Source: an optimization exercise on an open RTL-to-GDS flow (aim: small area). Production flows keep margins and buffers that such runs may drop.
In this exercise RTL edits were held to simulation tests only and were not proved equivalent to the original.
No driver is modelled on the clock port, so clocking that relies on it looks cheaper here than on a real chip.
Power and IR drop assume default switching activity.

==> flow/design.v (excerpt) <==
module petra(
	input wire clock,
	input wire reset,
	input wire send_message,
	input wire [8 - 1:0] data_in,
	output reg [8 - 1:0] data_out,
	output reg irq_tx,
	output reg irq_rx,
	input wire signal,
	output reg led
	);
	localparam T_INIT = 3'd0;
	localparam T_WAIT = 3'd1;
	localparam T_ECC  = 3'd2;
	localparam T_TS   = 3'd3;
	localparam T_NORM = 3'd4;
	localparam T_IP1  = 3'd5;
	localparam T_IP   = 3'd6;
	localparam T_ACK  = 3'd7;
	localparam R_INIT = 2'd0;
	localparam R_RECV = 2'd1;
	localparam R_WAIT = 2'd2;
	reg [2:0] tx_state;
	reg [1:0] rx_state;
	reg tx_seq;
	reg rx_seq;
	reg arbiter_ack;
	reg ack_send;       
	reg message_send;   
	reg tx_sent_ack;
	reg rx_ack;         
	reg [1:0] rx_notify_ack;
	reg tx_start_transfer;
	reg [7:0] current_message;
	reg [10:0] current_packet;
	function [3:0] db_next(input [3:0] c);
		db_next = {c[2:0], c[3] ^ c[2] ^ ~(c[2] | c[1] | c[0])};
	endfunction
	reg tm_zero;
	reg [7:0] tm;
	wire tx_timeout = tm_zero & ~tm[0];
	wire timer_reset = reset | (tx_state == T_IP1);
	wire [7:0] tm_next = {tm[6:0], tm[7] ^ tm[5] ^ tm[4] ^ tm[3] ^ ~|tm[6:0]};
	always @(posedge clock)
	begin
		tm <= tm_zero ? 8'd0 : tm_next;
		tm_zero <= ~tm_zero & (tm == 8'b1000_0000);
		if (timer_reset)
		begin
			tm_zero <= 1'b1;
			tm[0] <= 1'b1;
		end
	end
	reg [4:0] enc_pos;
	wire [10:0] enc_mask;
	assign enc_mask[0] = (enc_pos[3:0] == 4'b0000) | (enc_pos[3:0] == 4'b0001) | (enc_pos[3:0] == 4'b0010) | (enc_pos[3:0] == 4'b1000);
	assign enc_mask[1] = (enc_pos[3:0] == 4'b0000) | (enc_pos[3:0] == 4'b0100) | (enc_pos[3:0] == 4'b1001) | (enc_pos[3:0] == 4'b1000);
	assign enc_mask[2] = (enc_pos[3:0] == 4'b0001) | (enc_pos[3:0] == 4'b0100) | (enc_pos[3:0] == 4'b0011) | (enc_pos[3:0] == 4'b1000);
	assign enc_mask[3] = (enc_pos[3:0] == 4'b0000) | (enc_pos[3:0] == 4'b0001) | (enc_pos[3:0] == 4'b0100) | (enc_pos[3:0] == 4'b0110);
	assign enc_mask[4] = (enc_pos[3:0] == 4'b0000) | (enc_pos[3:0] == 4'b1101) | (enc_pos[3:0] == 4'b1010) | (enc_pos[3:0] == 4'b1000);
	assign enc_mask[5] = (enc_pos[3:0] == 4'b0001) | (enc_pos[3:0] == 4'b1101) | (enc_pos[3:0] == 4'b0101) | (enc_pos[3:0] == 4'b1000);
  ...
For scale: about 480 cells after synthesis, ~92 flip-flops, ~23 I/O pins, about 4200 µm² of cells after synthesis.
clock: 10.0 ns
lec_check: 0
cap_margin: 20
core_margin: 2
core_utilization: 40
slew_margin: 20
standard.sh (not shown) runs the stock make flow with config.mk's settings and CLKGATE_MAP_FILE= SYNTH_SCRIPT=/design/flow/synth_recipe.tcl, a recipe that flattens the netlist after the stock synthesis.
==> flow/flow/run.sh <==
#!/bin/bash
# Layout: the standard flow (standard.sh) with
#  - the standard synthesis, but the logic mapped by the smallest of
#    several area-oriented ABC scripts (flow/synth.tcl, flow/abc/)
#  - small port buffers
#  - a clock tree without dummy loads, its buffers then shrunk as far as
#    the flip-flop clock pin slew allows (flow/post_cts.tcl)
set -euo pipefail
export FLOW_WORK=$(pwd)
export POST_CTS_TCL=$FLOW_WORK/flow/post_cts.tcl
bash standard.sh \
  SYNTH_SCRIPT=$FLOW_WORK/flow/synth.tcl \
  "BUFFER_PORTS_ARGS=-buffer_cell sky130_fd_sc_hd__buf_1" \
  "CTS_ARGS=-sink_clustering_enable -repair_clock_nets -dont_use_dummy_load -buf_list sky130_fd_sc_hd__clkbuf_8" \
  finish > flow_make.log 2>&1
==> flow/flow/abc/area1.abc <==
strash
&get -n
&deepsyn -T 60 -S 1
&put
dch -f
amap
topo
==> flow/flow/abc/area2.abc <==
strash
&get -n
&deepsyn -T 60 -S 2
&put
dch -f
amap
topo
==> flow/flow/abc/area3.abc <==
strash
&get -n
&deepsyn -T 60 -S 3
&put
dch -f
amap
topo
==> flow/flow/abc/area4.abc <==
strash
&get -n
&deepsyn -T 60 -S 4
&put
dch -f
amap
topo
==> flow/flow/abc/area5.abc <==
strash
&get -n
&deepsyn -T 60 -S 5
&put
dch -f
amap
topo
==> flow/flow/abc/area6.abc <==
strash
&get -n
&deepsyn -T 60 -S 6
&put
dch -f
amap
topo
==> flow/flow/abc/area7.abc <==
strash
dch -f
amap
topo
==> flow/flow/post_cts.tcl <==
# Shrink each clock tree buffer to the smallest clock buffer that keeps
# every flip-flop clock pin's slew under a target, checked on placement
# parasitics. Leaves are tried first, then the root.
proc clk_max_sink_slew {} {
  set worst 0
  foreach pin [get_pins -hierarchical */CLK] {
    set s [get_property $pin slew_max]
    if {$s > $worst} { set worst $s }
  }
  return $worst
}
set target 0.118
set sizes {sky130_fd_sc_hd__clkbuf_1 sky130_fd_sc_hd__clkbuf_2 sky130_fd_sc_hd__clkbuf_4 sky130_fd_sc_hd__clkbuf_8 sky130_fd_sc_hd__clkbuf_16}
estimate_parasitics -placement
set bufs {}
foreach inst [get_cells -hierarchical clkbuf_*] {
  # leaves (driving flip-flops) before the root
  if {[string match "clkbuf_0_*" [get_name $inst]]} { lappend bufs [list 1 $inst] } else { lappend bufs [list 0 $inst] }
}
foreach item [lsort -index 0 $bufs] {
  set inst [lindex $item 1]
  set name [get_name $inst]
  set orig [get_name [get_lib_cells -of_objects $inst]]
  foreach m $sizes {
    if {$m eq $orig} { break }
    replace_cell $name $m
    estimate_parasitics -placement
    if {[clk_max_sink_slew] <= $target} {
      puts "post_cts: $name $orig -> $m"
      break
    }
    replace_cell $name $orig
    estimate_parasitics -placement
  }
}
puts "post_cts: worst clock pin slew [clk_max_sink_slew]"
==> flow/flow/synth.tcl <==
# The standard flow's own synthesis script (synth_recipe.tcl), with only the ABC
# mapping of the combinational logic changed: every area-oriented ABC
# script in flow/abc/ is run on the same design and the smallest result
# (by liberty cell area) is kept.
proc abc {args} {
  set i [lsearch -exact $args -script]
  set j [lsearch -exact $args -liberty]
  set lib [lindex $args [expr {$j + 1}]]
  yosys design -save pre_abc
  set best 1e30
  foreach s [lsort [glob $::env(FLOW_WORK)/flow/abc/area*.abc]] {
    yosys design -load pre_abc
    lset args [expr {$i + 1}] $s
    yosys abc {*}$args
    yosys tee -q -o $::env(RESULTS_DIR)/abc_area.txt stat -liberty $lib
    set f [open $::env(RESULTS_DIR)/abc_area.txt]
    set t [read $f]
    close $f
    regexp {Chip area for module[^:]*:\s*([0-9.]+)} $t -> a
    puts "area abc: [file tail $s] $a"
    if {$a < $best} {
      set best $a
      yosys design -save best_abc
    }
  }
  yosys design -load best_abc
}
source $::env(FLOW_WORK)/synth_recipe.tcl
Next try:
--- a/flow/flow/run.sh
+++ b/flow/flow/run.sh
@@ -3,3 +3,5 @@
 #  - the standard synthesis, but the logic mapped by the smallest of
-#    several area-oriented ABC scripts (flow/synth.tcl, flow/abc/)
+#    several area-oriented ABC scripts (flow/synth.tcl, flow/abc/), and
+#    with no half/full adder cells extracted before ABC (ADDER_MAP_FILE
+#    empty), so ABC maps all of the logic
 #  - small port buffers
@@ -12,2 +14,3 @@
   SYNTH_SCRIPT=$FLOW_WORK/flow/synth.tcl \
+  ADDER_MAP_FILE= \
   "BUFFER_PORTS_ARGS=-buffer_cell sky130_fd_sc_hd__buf_1" \
==> flow/flow/abc/area02.abc (new file) <==
strash
&get -n
&deepsyn -T 60 -S 2
&put
dch -f
amap
topo
==> flow/flow/abc/area11.abc (new file) <==
strash
&get -n
&deepsyn -T 60 -S 11
&put
dch -f
amap
topo
==> flow/flow/abc/area13.abc (new file) <==
strash
&get -n
&deepsyn -T 60 -S 13
&put
dch -f
amap
topo
==> flow/flow/abc/area14.abc (new file) <==
strash
&get -n
&deepsyn -T 60 -S 14
&put
dch -f
amap
topo
==> flow/flow/abc/area15.abc (new file) <==
strash
&get -n
&deepsyn -T 60 -S 15
&put
dch -f
amap
topo
==> flow/flow/abc/area16.abc (new file) <==
strash
&get -n
&deepsyn -T 60 -S 16
&put
dch -f
amap
topo
==> flow/flow/abc/area17.abc (new file) <==
strash
&get -n
&deepsyn -T 60 -S 17
&put
dch -f
amap
topo
==> flow/flow/abc/area18.abc (new file) <==
strash
&get -n
&deepsyn -T 60 -S 18
&put
dch -f
amap
topo
==> flow/flow/abc/area19.abc (new file) <==
strash
&get -n
&deepsyn -T 60 -S 19
&put
dch -f
amap
topo
==> flow/flow/abc/area20.abc (new file) <==
strash
&get -n
&deepsyn -T 60 -S 20
&put
dch -f
amap
topo
==> flow/flow/abc/area21.abc (new file) <==
strash
&get -n
&deepsyn -T 60 -S 21
&put
dch -f
amap
topo
==> flow/flow/abc/area22.abc (new file) <==
strash
&get -n
&deepsyn -T 60 -S 22
&put
dch -f
amap
topo
==> flow/flow/abc/area23.abc (new file) <==
strash
&get -n
&deepsyn -T 60 -S 23
&put
dch -f
amap
topo
==> flow/flow/abc/area24.abc (new file) <==
strash
&get -n
&deepsyn -T 60 -S 24
&put
dch -f
amap
topo
==> flow/flow/abc/area99.abc (new file) <==
strash
dch -f
amap
topo
removed: flow/flow/abc/area1.abc
removed: flow/flow/abc/area2.abc
removed: flow/flow/abc/area3.abc
removed: flow/flow/abc/area4.abc
removed: flow/flow/abc/area5.abc
removed: flow/flow/abc/area6.abc
removed: flow/flow/abc/area7.abc
Non-clock buffer count drops by 1.
Wire length came out lower by 4.6%.
Maximum frequency barely changes.
Core utilization is higher by 0.57 points.
Cell area decreases by 3.2%.
Via count is lower by 2.8%.
Setup slack stays flat.
Global-route usage drops by 0.70 points.
Area after synthesis decreases by 3.4%.
Power goes up by 2.3%.
Next try:
==> flow/flow/run.sh (replaced) <==
#!/bin/bash
# Layout: the standard flow (standard.sh) with
#  - the standard synthesis, but an area-oriented ABC script for the logic
#  - small port buffers
#  - a clock tree without dummy loads, its buffers then shrunk as far as
#    the flip-flop clock pin slew allows (flow/post_cts.tcl)
set -euo pipefail
export FLOW_WORK=$(pwd)
export AREA_ABC_SCRIPT=$FLOW_WORK/flow/area.abc
export POST_CTS_TCL=$FLOW_WORK/flow/post_cts.tcl
bash standard.sh \
  SYNTH_SCRIPT=$FLOW_WORK/flow/synth.tcl \
  "BUFFER_PORTS_ARGS=-buffer_cell sky130_fd_sc_hd__buf_1" \
  "CTS_ARGS=-sink_clustering_enable -repair_clock_nets -dont_use_dummy_load -buf_list sky130_fd_sc_hd__clkbuf_8" \
  finish > flow_make.log 2>&1
==> flow/flow/area.abc (new file) <==
strash
&get -n
&deepsyn -T 60 -S 1
&put
dch -f
amap
topo
--- a/flow/flow/post_cts.tcl
+++ b/flow/flow/post_cts.tcl
@@ -11,3 +11,3 @@
 }
-set target 0.118
+set target 0.122
 set sizes {sky130_fd_sc_hd__clkbuf_1 sky130_fd_sc_hd__clkbuf_2 sky130_fd_sc_hd__clkbuf_4 sky130_fd_sc_hd__clkbuf_8 sky130_fd_sc_hd__clkbuf_16}
==> flow/flow/synth.tcl (replaced) <==
# The standard flow's own synthesis script (synth_recipe.tcl), with only the ABC
# script of the combinational mapping replaced by an area-oriented one
proc abc {args} {
  set i [lsearch -exact $args -script]
  if { $i >= 0 } { lset args [expr {$i + 1}] $::env(AREA_ABC_SCRIPT) }
  yosys abc {*}$args
}
source $::env(FLOW_WORK)/synth_recipe.tcl
- CORE_UTILIZATION: 40 -> 65
removed: flow/flow/abc/area02.abc
removed: flow/flow/abc/area11.abc
removed: flow/flow/abc/area13.abc
removed: flow/flow/abc/area14.abc
removed: flow/flow/abc/area15.abc
removed: flow/flow/abc/area16.abc
removed: flow/flow/abc/area17.abc
removed: flow/flow/abc/area18.abc
removed: flow/flow/abc/area19.abc
removed: flow/flow/abc/area20.abc
removed: flow/flow/abc/area21.abc
removed: flow/flow/abc/area22.abc
removed: flow/flow/abc/area23.abc
removed: flow/flow/abc/area24.abc
removed: flow/flow/abc/area99.abc
Effect:
- The changed run ran to the end with no violations
- hold slack gets better by 0.0055 ns
- via count rises by 3.8%
- global-route usage rises by 7.7 points
- setup slack gets better by 0.088 ns
- power falls by 3.2%
- design area rises by 1.4%
- clock-buffer cell count stays the same
- synthesized cell count rises by 2.4%
- fmax rises by 2.4%
- final cell count falls by 7.1%
Next try:
- CORE_UTILIZATION: 65 -> 40
After rerunning: Clock skew fell by 0.013 ns; total power rose by 1.0%; utilization fell by 26 points; first-iteration DRC count fell by 9.3%; cell count rose by 10%; clock power rose by about 3%; wire length rose by 7.9%; sequential power barely changes; worst hold slack got worse by 0.0068 ns.

* * *

petra again, from the RTL that the note above started with.
clock: 10.0 ns
lec_check: 0
cap_margin: 20
core_margin: 2
core_utilization: 40
slew_margin: 20
==> flow/flow/run.sh <==
#!/bin/bash
# Layout: the standard flow (standard.sh) with
#  - the standard synthesis, but the logic mapped by the smallest of
#    several area-oriented ABC scripts (flow/synth.tcl, flow/abc/), and
#    with no half/full adder cells extracted before ABC (ADDER_MAP_FILE
#    empty), so ABC maps all of the logic
#  - small port buffers
#  - a clock tree without dummy loads, its buffers then shrunk as far as
#    the flip-flop clock pin slew allows (flow/post_cts.tcl)
set -euo pipefail
export FLOW_WORK=$(pwd)
export POST_CTS_TCL=$FLOW_WORK/flow/post_cts.tcl
bash standard.sh \
  SYNTH_SCRIPT=$FLOW_WORK/flow/synth.tcl \
  ADDER_MAP_FILE= \
  "BUFFER_PORTS_ARGS=-buffer_cell sky130_fd_sc_hd__buf_1" \
  "CTS_ARGS=-sink_clustering_enable -repair_clock_nets -dont_use_dummy_load -buf_list sky130_fd_sc_hd__clkbuf_8" \
  finish > flow_make.log 2>&1
==> flow/flow/abc/area13.abc <==
strash
&get -n
&deepsyn -T 60 -S 13
&put
dch -f
amap
topo
==> flow/flow/abc/area19.abc <==
strash
&get -n
&deepsyn -T 60 -S 19
&put
dch -f
amap
topo
==> flow/flow/abc/area25.abc <==
strash
&get -n
&deepsyn -T 60 -S 25
&put
dch -f
amap
topo
==> flow/flow/abc/area26.abc <==
strash
&get -n
&deepsyn -T 60 -S 26
&put
dch -f
amap
topo
==> flow/flow/abc/area27.abc <==
strash
&get -n
&deepsyn -T 60 -S 27
&put
dch -f
amap
topo
==> flow/flow/abc/area28.abc <==
strash
&get -n
&deepsyn -T 60 -S 28
&put
dch -f
amap
topo
==> flow/flow/abc/area29.abc <==
strash
&get -n
&deepsyn -T 60 -S 29
&put
dch -f
amap
topo
==> flow/flow/abc/area30.abc <==
strash
&get -n
&deepsyn -T 60 -S 30
&put
dch -f
amap
topo
==> flow/flow/abc/area31.abc <==
strash
&get -n
&deepsyn -T 60 -S 31
&put
dch -f
amap
topo
==> flow/flow/abc/areaL11.abc <==
strash
&get -n
&deepsyn -T 90 -S 11
&put
dch -f
amap
topo
==> flow/flow/abc/areaL13.abc <==
strash
&get -n
&deepsyn -T 90 -S 13
&put
dch -f
amap
topo
==> flow/flow/abc/areaL19.abc <==
strash
&get -n
&deepsyn -T 90 -S 19
&put
dch -f
amap
topo
Other scripts of this flow, unchanged in this note and not shown: flow/flow/post_cts.tcl, flow/flow/synth.tcl
Change:
==> flow/flow/abc/area1.abc (new file) <==
strash
&get -n
&deepsyn -T 60 -S 1
&put
dch -f
amap
topo
==> flow/flow/abc/area2.abc (new file) <==
strash
&get -n
&deepsyn -T 60 -S 2
&put
dch -f
amap
topo
==> flow/flow/abc/area3.abc (new file) <==
strash
&get -n
&deepsyn -T 60 -S 3
&put
dch -f
amap
topo
==> flow/flow/abc/area4.abc (new file) <==
strash
&get -n
&deepsyn -T 60 -S 4
&put
dch -f
amap
topo
==> flow/flow/abc/area5.abc (new file) <==
strash
&get -n
&deepsyn -T 60 -S 5
&put
dch -f
amap
topo
==> flow/flow/abc/area6.abc (new file) <==
strash
&get -n
&deepsyn -T 60 -S 6
&put
dch -f
amap
topo
==> flow/flow/abc/area7.abc (new file) <==
strash
dch -f
amap
topo
removed: flow/flow/abc/area13.abc
removed: flow/flow/abc/area19.abc
removed: flow/flow/abc/area25.abc
removed: flow/flow/abc/area26.abc
removed: flow/flow/abc/area27.abc
removed: flow/flow/abc/area28.abc
removed: flow/flow/abc/area29.abc
removed: flow/flow/abc/area30.abc
removed: flow/flow/abc/area31.abc
removed: flow/flow/abc/areaL11.abc
removed: flow/flow/abc/areaL13.abc
removed: flow/flow/abc/areaL19.abc
- power rises by roughly a tenth
- design area goes up slightly
- via count is higher by a few percent
- non-clock buffer count stays the same
- setup slack is better by 0.071 ns
- wire length stays flat
- register-to-register slack improves by 0.07 ns
- sequential power went up by a few percent
- hold slack got worse by 0.0052 ns
- clock-buffer cell count is unchanged

==> static timing again, ports no longer ideal <==
Ports are ideal in the flow. The routed layouts listed here were re-timed in OpenROAD. Step 1 sets driving cells, clkbuf_16 on the clock port and buf_2 on the other inputs (assumed; they add their load-dependent delay and slew). Step 2 moves the port delays by t, midway between the first and last clock arrival at a register: inputs arrive t later, outputs are due t later. That takes back most of the time a late clock gives input paths. a / b / c = ideal / step 1 / step 2; a / b = the first two.
run | shift t [ns] | slack for setup (ns) | worst setup path after step 2 | worst slew at a driven data input, ns
the first run of note 1 | 0.520 | 6.188 / 6.188 / 6.188 | register to register | 0.04
the second run of note 1 | 0.536 | 6.188 / 6.188 / 6.188 | register to register | 0.03
the third run of note 1 | 0.431 | 6.276 / 6.276 / 6.276 | register to register | 0.03
the fourth run of note 1 | 0.520 | 6.188 / 6.188 / 6.188 | register to register | 0.04
the first run of note 2 | 0.536 | 6.188 / 6.188 / 6.188 | register to register | 0.03
the second run of note 2 | 0.368 | 6.259 / 6.259 / 6.133 | input to register | 0.03
After both steps every run listed still meets setup and hold. For the second run of note 2, which loses most, drivers alone change the setup slack by 0.000 ns; drivers and shift together by -0.126 ns.
